What follows belongs to an exercise in optimizing a design on an open flow for small area and a short achievable clock period; a production flow would make more cautious choices.
In this exercise RTL edits were held to simulation tests only and were not proved equivalent to the original.

[flow/constraint.sdc]
create_clock -name core_clock -period 13.5 [get_ports {clk}]
set_input_delay 2.7000 -clock core_clock [delete_from_list [all_inputs] [get_ports {clk}]]
set_output_delay 2.7000 -clock core_clock [all_outputs]
set_load 0.01 [all_outputs]
[flow/design.v]
module top_level(f1,f2,p,in_1,in_2,out,clk,clk2);
input [7:0]in_1, in_2;
input clk;
input clk2;
input [15:0]p;   
input [15:0]f1,f2;  
output [15:0]out;
wire [15:0]a,b;
wire [15:0]r1,r2,r3,r4,r5;
convert inst_1(.float(a), .int8(in_1), .clk(clk));  
convert inst_2(.float(b), .int8(in_2), .clk(clk));
mult inst_3(.B(f1), .C(r1), .A(a), .clk(clk));   
mult inst_4(.B(f2), .C(r2), .A(b), .clk(clk));
main_adder inst_5 (.AA(r1), .BB(r2),.clk(clk), .R_add(r3)); 
mux inst_6(.in1(r4), .in2(p), .sel(clk2), .out(r5));  
main_adder inst_7 (.AA(r3), .BB(r5),.clk(clk), .R_add(r4));  
assign out=r4;
endmodule
module convert( float, int8,clk);
input clk;
output [15:0] float;
input [7:0] int8;
reg [4:0] exp;
reg [9:0] mantissa;
integer i;
always @(negedge clk)
begin
if(int8 != 8'b0) 
begin
for(i = 0; i < 8; i = i + 1)
    if(int8[i]) 
      exp = i;
      if(exp < 10)
      mantissa = int8 << (10 - exp);
      else
      mantissa = int8;
      exp = exp + 15;
 end
else begin
 mantissa=0;
exp=0;
    end
end
assign float = {1'b0, exp, mantissa};
endmodule
module mult(B,C, A, clk);
input  [15:0]A;
input clk;
input [15:0]B;
output reg    [15:0]C;
wire          [5:0]e;   
wire           [21:0]m;  
wire            [10:0]A_m;     
wire            [10:0]B_m;     
reg           [4:0]C_e;  
wire            C_sign;  
reg           [9:0]C_m;  
assign C_sign=(A[15]^B[15]); 
assign e[5:0]=(A[14:10]+B[14:10]-4'b1111); 
assign A_m[10:0]={1'b1, A[9:0]};
assign B_m[10:0]={1'b1, B[9:0]};
assign m[21:0]=(A_m[10:0])*(B_m[10:0]);   
always@(posedge clk)
begin
if (A==0)   
  begin
  C<=16'b0;
  end
else begin
    if (m[21]==1'b1) 
    begin
    C_m=m[20:11];
    C_e=e[4:0]+m[21];
    C<={C_sign,C_e[4:0],C_m[9:0]};
    end 
    else begin
    C_m=m[19:10];
    C_e=e[4:0]+m[21];
    C<={C_sign,C_e[4:0],C_m[9:0]};
    end
end
end
endmodule
module main_adder (AA, BB,clk, R_add);
input [15:0] AA, BB; 
input clk;             
output  [15:0] R_add;                
wire [14:0]temp_Sum_M_C; 
wire [13:0]temp_Sub_M_C, temp_lza_count_reg;
wire [15:0]temp_L, temp_S;
compare_adder inst_1  (.C_L(temp_L), .C_S(temp_S), .A(AA), .B(BB),.clk(clk));  
shift_adder inst_2    ( temp_sign, temp_Sum_M_C, temp_Sub_M_C, temp_lza_count_reg, temp_L, temp_S,clk);
adder inst_3          (R_add, temp_L, temp_S, temp_sign, temp_Sum_M_C, temp_Sub_M_C, temp_lza_count_reg,clk );
endmodule
module compare_adder (C_L, C_S, A, B,clk);
input [15:0] A, B;
input clk;
output reg[15:0] C_L, C_S;
always@ (posedge clk)
if (A[14:0]>=B[14:0])
 begin
C_L<=A[15:0]; C_S<=B[15:0];
 end
 else begin
C_L<=B[15:0]; C_S<=A[15:0];
 end
endmodule
module shift_adder ( sign, Sum_M_C, Sub_M_C, lza_count_reg,L, S,clk);
input [15:0] L, S;  
input clk;             
output reg sign;                       
reg [13:0] M_C_L, M_C_S;        
reg [13:0]M_C_Lnew, M_C_Snew;   
output  reg[14:0] Sum_M_C;             
output  reg[13:0] Sub_M_C;            
reg [13:0] Sub_M_CS;                     
output reg [13:0] lza_count_reg;                
reg [4:0] count; 
always@ (*)
begin
M_C_L[13:0]={1'b1, L[9:0], 3'b000};                      
M_C_S[13:0]={1'b1, S[9:0], 3'b000};
sign=L[15];                                              
M_C_Snew[13:0]=M_C_S[13:0]>>(L[14:10]-S[14:10]);         
M_C_Lnew[13:0]=M_C_L[13:0];                              
Sum_M_C[14:0]=M_C_Lnew[13:0]+ M_C_Snew[13:0];            
Sub_M_C[13:0]=M_C_Lnew[13:0]- M_C_Snew[13:0];            
begin 
lza_count_reg=14;                                            
for( count=0; count<14; count=count+1 ) 
if( Sub_M_C[ count ] ) 
lza_count_reg=13-count; 
end 
end
endmodule
module adder(R_add, L, S, sign, Sum_M_C, Sub_M_C,lza_count_reg,clk );
input clk;
input [15:0] L, S;               
input sign;                       
input [14:0] Sum_M_C;             
input [13:0] Sub_M_C;            
reg [13:0] Sub_M_CS;                     
input [13:0] lza_count_reg;                
output reg [15:0] R_add;                
always @(posedge clk)
begin
if (L==0 &  S==0)
  begin
  R_add<=16'b0;
  end
  else begin
if (L[15]^S[15]==0)            
 begin
R_add[15]<=sign;                      
R_add[14:10]<=L[14:10]+Sum_M_C[14];   
 if (Sum_M_C[14]==1)
 begin
 R_add[9:0]<=Sum_M_C[13:4];
 end 
 else begin
 R_add[9:0]<=Sum_M_C[12:3];             
 end
 end 
 else begin                         
R_add[15]<=sign;
R_add[14:10]<=L[14:10]-lza_count_reg;
Sub_M_CS[13:0]=(Sub_M_C[13:0]<<lza_count_reg);
R_add[9:0]<=Sub_M_CS[12:3];          
end
end
end
endmodule
module mux(in1, in2, sel, out);  
input [15:0]in1,in2;
input sel;
output reg [15:0]out;
 always @ (*)  
 begin : MUX        
   if (sel == 1'b0) begin
      out = in1;
   end else begin
       out = in2 ;
   end
end
endmodule  
[flow/run.sh]
#!/bin/bash
# synth_recipe.tcl (not shown) runs the flow's synth.tcl, then flattens the netlist and writes it again
# the make line also repeats each setting of config.mk as NAME=value (left out here)
make -C /OpenROAD-flow-scripts/flow DESIGN_CONFIG=/design/flow/config.mk WORK_HOME=/design/flow/orfs CLKGATE_MAP_FILE= SYNTH_SCRIPT=/design/flow/synth_recipe.tcl finish
[flow/config.mk]
export PLATFORM = sky130hd
export DESIGN_NAME = top_level
export DESIGN_NICKNAME = top_level
export VERILOG_FILES = /design/flow/design.v
export SDC_FILE = /design/flow/constraint.sdc
export NUM_CORES = 4
export LEC_CHECK = 0
export CAP_MARGIN = 20
export CORE_MARGIN = 2
export CORE_UTILIZATION = 40
export SLEW_MARGIN = 20
==> flow_summary.yaml <==
synthesis:
  netlist_area_um2: 20640
  synthTopCellsByArea: "fa_1 (16%), dfxtp_1 (15%), ha_1 (14%)"
  synth_flop_cell: "dfxtp_1"
  netlist_instances: 2532
  synth.area.mux_share_pct: 5.983
  synth_area_leader_cell: "fa_1"
  synth-compound-area-share_pct: 17.84
  synthXorXnorAreaFrac_pct: 3.764
  synth_seq_cells: 158
  synth_top_family_by_area: "adder cells"
  syn_avg_cell_area_um2: 8.153
  synthAdderAreaFrac_pct: 29.80
  yosys.area_share.simple_pct: 18.83
  ys_async_sr_fraction_pct: 0
  yosys_warnings: 7
  yosysTopAreaCellShare_pct: 16.10
  synth_most_common_cell: "inv_1"
  ys_seq_area_share_pct: 15.32
  yosys-top-cells-count: "inv_1 (339), nand2_1 (235), ha_1 (226), nor2_1 (181), fa_1 (166)"
  ys_types: 110
  syn-num-nets: 2990
  synth-edff-count: 0
sta:
  whs_ps: 425.4
  maxSlewHeadroom_pct: 32.72
  worst_pin_slew_ps: 1002
  rsz0062_at_grt: "yes"
  setup_viol: 0
  fin_skew_ps: 33.71
  hold_violations: 0
  final_max_slew_viol_count: 0
critical_path:
  worstPathRequired_ps: 13820
  crit_type: "register to register"
  start_kind: "register"
  crit-reg2reg-capture: "inst_3.C[14]$_SDFF_PN0_"
  crit_fanout: 3
  worstRegToRegCells: 28
  cp-end-kind: "register"
  reg2reg_slack_ps: 240
  crit_slowest_cell: "fa_1"
  reg2reg_from: "inst_1.mantissa[6]$_SDFF_NP0_"
  cp.arrival_ps: 13580
  critical_path.max_stage_delay_ps: 530
cts:
  postCtsHoldBufs: 0
  clk-insertion-delay-late_ps: 480
  cts.sinks: 158
  clockBufferDepth: 2
  tritoncts: "yes"
  root_buffer: "clkbuf_16"
  numCtsBuffers: 17
  clk_pin_slew_ps: 70
  htree_levels: 4
place:
  finalWeightedCongestion: 0.9755
  dp_hpwl_um: 46640
  io_buffers: 81
  placed_area_um2: 22270
layout:
  area_delta_synth_final_pct: 11.90
  postLayoutCoreUtil_pct: 45.12
  fin_area_um2: 23100
  final_nets: 3061
  drive_gt1_share_pct: 8.333
  nFillCells: 5063
  num_antenna_cells: 0
grt:
  grt_overflow: 0
  antenna_found_initial: 0
  grt_pass1_vias: 18190
  grt_pass1_wl_um: 92590
  track_usage_pct: 21.42
  grt_max_degree: 64
min_path:
  whs_endpoint: "inst_5.inst_3.R_add[15]$_SDFF_PP0_"
  min_delay_path_depth: 0
  min_from: "inst_5.inst_1.C_L[15]$_DFF_P_"
  hold_path_class: "register to register"
routing:
  drc: 0
  vias: 17930
  totalWireLength_um: 56320
  first_pass_iters: 5
  wl_per_cell_um: 17.09
  drt_iter0_drc: 1156
  drtAntennaViolNets: 0
  via_per_inst: 5.439
floorplan:
  die_h_um: 231.2
  start_util_pct: 40.32
  fp-row-count: 83
  die_w_um: 231.2
  coreArea_um2: 51200
  die_area_um2: 53440
  ios: 82
flow_run:
  drv_cap: 0
run_status:
  outcome: "timing/DRC/antenna clean"
## metal layers
metal | GRT usage, % | wire [µm]
met1 | 26.71 | 24810
met2 | 38.13 | 27560
met3 | 2.596 | 2270
met4 | 7.238 | 1683
met5 | 0 | 0
## cell type report
cell class	instances	area, µm²	area share, %
multi-input cells	1920	15820	68.47
flip-flops and latches	158	3184	13.79
inverters	343	1287	5.574
repair buffers	133	1221	5.287
well taps	680	850.8	3.683
clock buffers	21	491.7	2.129
clock inverters	41	247.7	1.073
## repair_timing
action | CTS | global route
pin swaps | 0 | 4
resized for setup | 3 | 23
setup buffers | 0 | 1
setup endpoints to repair | 1 | 6
## flip-flops by register name, indices dropped and copies added (netlist names)
register             count
inst_7.inst_1.C_S       16
inst_5.inst_1.C_S       16
inst_5.inst_1.C_L       16
inst_2.mantissa         10
inst_4.C                16
inst_2.exp               5
inst_7.inst_1.C_L       16
inst_5.inst_3.R_add     16
inst_1.exp               5
inst_3.C                16
inst_7.inst_3.R_add     16
inst_1.mantissa         10
## layout by cell type, fill, tap and decap left out, drive strengths merged, types with 7 or more instances in the layout
master,instances
nand3,35
dfxtp,158
xor2,30
a21boi,7
nand3b,7
and3,15
o21bai,16
mux2i,60
or3,21
nand2,236
a31oi,14
ha,226
fa,166
nor2b,25
and2,87
nor3b,8
o21a,19
o31ai,8
or2,8
a211o,7
nor2,183
nor3,59
inv,377
a21o,40
nand2b,30
o211ai,29
nand4,15
o221ai,10
o21ai,125
xnor2,57
buf,52
a21oi,147
a211oi,23
clkdlybuf4s50,81
nor4,36
clkbuf,21
mux2,54
## kinds of logic after synthesis
| logic type | Yosys count |
|---|---|
| mux | 115 |
| buf+inv | 454 |
| compound gates | 541 |
| fa+ha+maj | 392 |
| xor+xnor | 87 |
| simple gates | 785 |
| flops | 158 |
## stage by stage
stage,TNS [ps],setup WS (ps),instances
after floorplan,0,37.28,2532
after global placement,0,62.80,3234
after detailed placement,-51.60,-51.60,3234
after CTS,0,37.20,3295
after global routing,-31.52,-31.52,3296
final,0,238.0,3296
## worst max path at each step
stage,from,to,slack (ps)
2_1_floorplan,inst_2.mantissa[7]$_SDFF_NP0_,inst_4.C[14]$_SDFF_PN0_,40
3_3_place_gp,inst_1.mantissa[5]$_SDFF_NP0_,inst_3.C[14]$_SDFF_PN0_,60
3_5_place_dp,inst_1.mantissa[3]$_SDFF_NP0_,inst_3.C[14]$_SDFF_PN0_,-50
4_1_cts,inst_1.mantissa[6]$_SDFF_NP0_,inst_3.C[14]$_SDFF_PN0_,40
5_1_grt,inst_1.mantissa[7]$_SDFF_NP0_,inst_3.C[14]$_SDFF_PN0_,-30
6_report,inst_1.mantissa[6]$_SDFF_NP0_,inst_3.C[14]$_SDFF_PN0_,240
## worst max-delay path, delay by kind of cell (launching register included)
kind | cells | cell delay (ps)
adder cells (fa/ha/maj) | 8 | 3310
AO/OA/AOI/OAI | 7 | 1230
AND/OR/NAND/NOR | 7 | 1060
flip-flops | 1 | 370
buffers and inverters | 5 | 250
XOR/XNOR | 1 | 120
